What follows belongs to an exercise in optimizing a design on an open flow for small area and a short achievable clock period; a production flow would make more cautious choices.
Function was checked by simulation only, so behaviour that the tests miss may differ from the original.
Power and IR drop assume default switching activity.

Design CPU, start of the top module:
module CPU( input clk,
	input rst,
	input wire [31:0] inst,
	input wire [63:0]	main_memory_input_data_path,
	output reg[63:0] main_memory_output_data_path,
	output wire[31:0] pc_inst_addr,
	output wire		Vector_Write_Access,
	output wire		Memory_Write_Access,
	output wire		Load_Vector_Flag,
	output wire 		Load_Word_Flag,
	output wire[11:0]	Main_Memory_Address
	);
clock: 12.0 ns
lec_check: 0
abc_area: 1
cap_margin: 20
core_margin: 2
core_utilization: 40
place_density: 0.5
setup_slack_margin: 5
slew_margin: 20
standard.sh (not shown) runs the stock make flow with config.mk's settings and CLKGATE_MAP_FILE= SYNTH_SCRIPT=/design/flow/synth_recipe.tcl, a recipe that flattens the netlist after the stock synthesis.
==> flow/flow/run.sh <==
#!/bin/bash
set -euo pipefail
bash standard.sh "BUFFER_PORTS_ARGS=-buffer_cell sky130_fd_sc_hd__buf_2" \
  "CTS_ARGS=-sink_clustering_enable -repair_clock_nets -dont_use_dummy_load -buf_list {sky130_fd_sc_hd__clkbuf_2 sky130_fd_sc_hd__clkbuf_4 sky130_fd_sc_hd__clkbuf_8}" \
  finish > standard_flow.log 2>&1
The baseline produced a clean layout.
Edit:
PLACE_DENSITY = not set   (was 0.5)
Result: Area after synthesis stays the same. Via count is about the same. Wire length decreases by a little under a tenth. Setup slack degrades by 0.042 ns. Clock-buffer cell count decreases by 5. Power decreases by a few percent. Non-clock buffer count decreases by 48. Flip-flop and latch count is unchanged. Global-route usage decreases by 2.2 points. Utilization decreases by 1.1 points. Cell area decreases by a few percent.

* * *

Another version of the RTL of CPU (not shown whole).
Size in the first run: ~3800 cells after synthesis, roughly 500 flip-flops, ~210 I/O pins, ~38000 um^2 of cells after synthesis.
// CPU
module CPU( input clk,
	input rst,
	input wire [31:0] inst,
	input wire [63:0]	main_memory_input_data_path,
	output reg[63:0] main_memory_output_data_path,
	output wire[31:0] pc_inst_addr,
	output wire		Vector_Write_Access,
	output wire		Memory_Write_Access,
	output wire		Load_Vector_Flag,
	output wire 		Load_Word_Flag,
	output wire[11:0]	Main_Memory_Address
	);
	wire [5:0] op  = inst[31:26];
	wire [4:0] rd  = inst[25:21];
	wire [4:0] rs1 = inst[20:16];
	wire [4:0] rs2 = inst[15:11];
	wire [7:0] imm = inst[15:8];
	wire [63:0] mem = main_memory_input_data_path;
	wire op_add  = op == 6'b000000;
	wire op_sub  = op == 6'b000001;
	wire op_mul  = op == 6'b000010;
	wire op_and  = op == 6'b000100;
	wire op_or   = op == 6'b000101;
	wire op_xor  = op == 6'b000110;
	wire op_sll  = op == 6'b001000;
	wire op_srl  = op == 6'b001001;
	wire op_slt  = op == 6'b001010;
	wire op_seq  = op == 6'b001011;
	wire op_addi = op == 6'b001101;
	wire op_andi = op == 6'b001110;
	wire op_xori = op == 6'b001111;
	wire op_slti = op == 6'b101000;
	wire op_vadd = op == 6'b010000;
	wire op_vsub = op == 6'b010001;
	wire op_vdot = op == 6'b010010;
	wire op_lw   = op == 6'b100101;
  ...
export LEC_CHECK = 0
export CAP_MARGIN = 20
export CORE_MARGIN = 2
export CORE_UTILIZATION = 40
export CTS_BUF_LIST = sky130_fd_sc_hd__clkbuf_2 sky130_fd_sc_hd__clkbuf_4 sky130_fd_sc_hd__clkbuf_8
export SETUP_SLACK_MARGIN = 5
export SLEW_MARGIN = 20
create_clock -name core_clock -period 12.0 [get_ports {clk}]
Scripts as last shown in full above: flow/flow/run.sh
Rerun with:
--- a/flow/config.mk
+++ b/flow/config.mk
@@ -7,2 +7,3 @@
 export LEC_CHECK = 0
+export ABC_AREA = 1
 export CAP_MARGIN = 20
@@ -10,4 +11,3 @@
 export CORE_UTILIZATION = 40
-export CTS_BUF_LIST = sky130_fd_sc_hd__clkbuf_2 sky130_fd_sc_hd__clkbuf_4 sky130_fd_sc_hd__clkbuf_8
-export SETUP_SLACK_MARGIN = 5
+export SETUP_SLACK_MARGIN = 4.5
 export SLEW_MARGIN = 20
After rerunning:
- global-route usage came out higher by 0.90 points
- count of clock-buffer cells in the layout grows by 1
- worst setup slack is worse by 0.33 ns
- design area shrinks by 3.9%
- power goes down by 6.5%
- non-clock buffer count drops by 341
- worst hold slack gets worse by 0.088 ns

==> port drivers added, routing unchanged <==
Ports are ideal in the flow. The routed layouts listed here were re-timed in OpenROAD. Step 1: set_driving_cell puts a clkbuf_16 on clk and a buf_2 on each other input, an assumption about the parent block. Step 2 moves the port delays by t, midway between the first and last clock arrival at a register: inputs arrive t later, outputs are due t later. That takes back most of the time a late clock gives input paths. Three values: no drivers, after step 1, after step 2; two values: the first two.
| run | t (ns) | slack for setup (ns) | worst setup path after step 2 |
|---|---|---|---|
| the first run of note 1 | 0.801 | 4.822 / 4.837 / 4.036 | input to register |
| the second run of note 1 | 0.772 | 4.780 / 4.742 / 3.970 | input to register |
| the first run of note 2 | 0.773 | 4.802 / 4.628 / 4.022 | input to register |
| the second run of note 2 | 0.752 | 4.471 / 4.416 / 4.004 | input to register |
After both steps setup and hold are still met in every run listed. The setup slack of the second run of note 1, which loses most, moves by -0.038 ns with the drivers and by -0.810 ns with both steps.
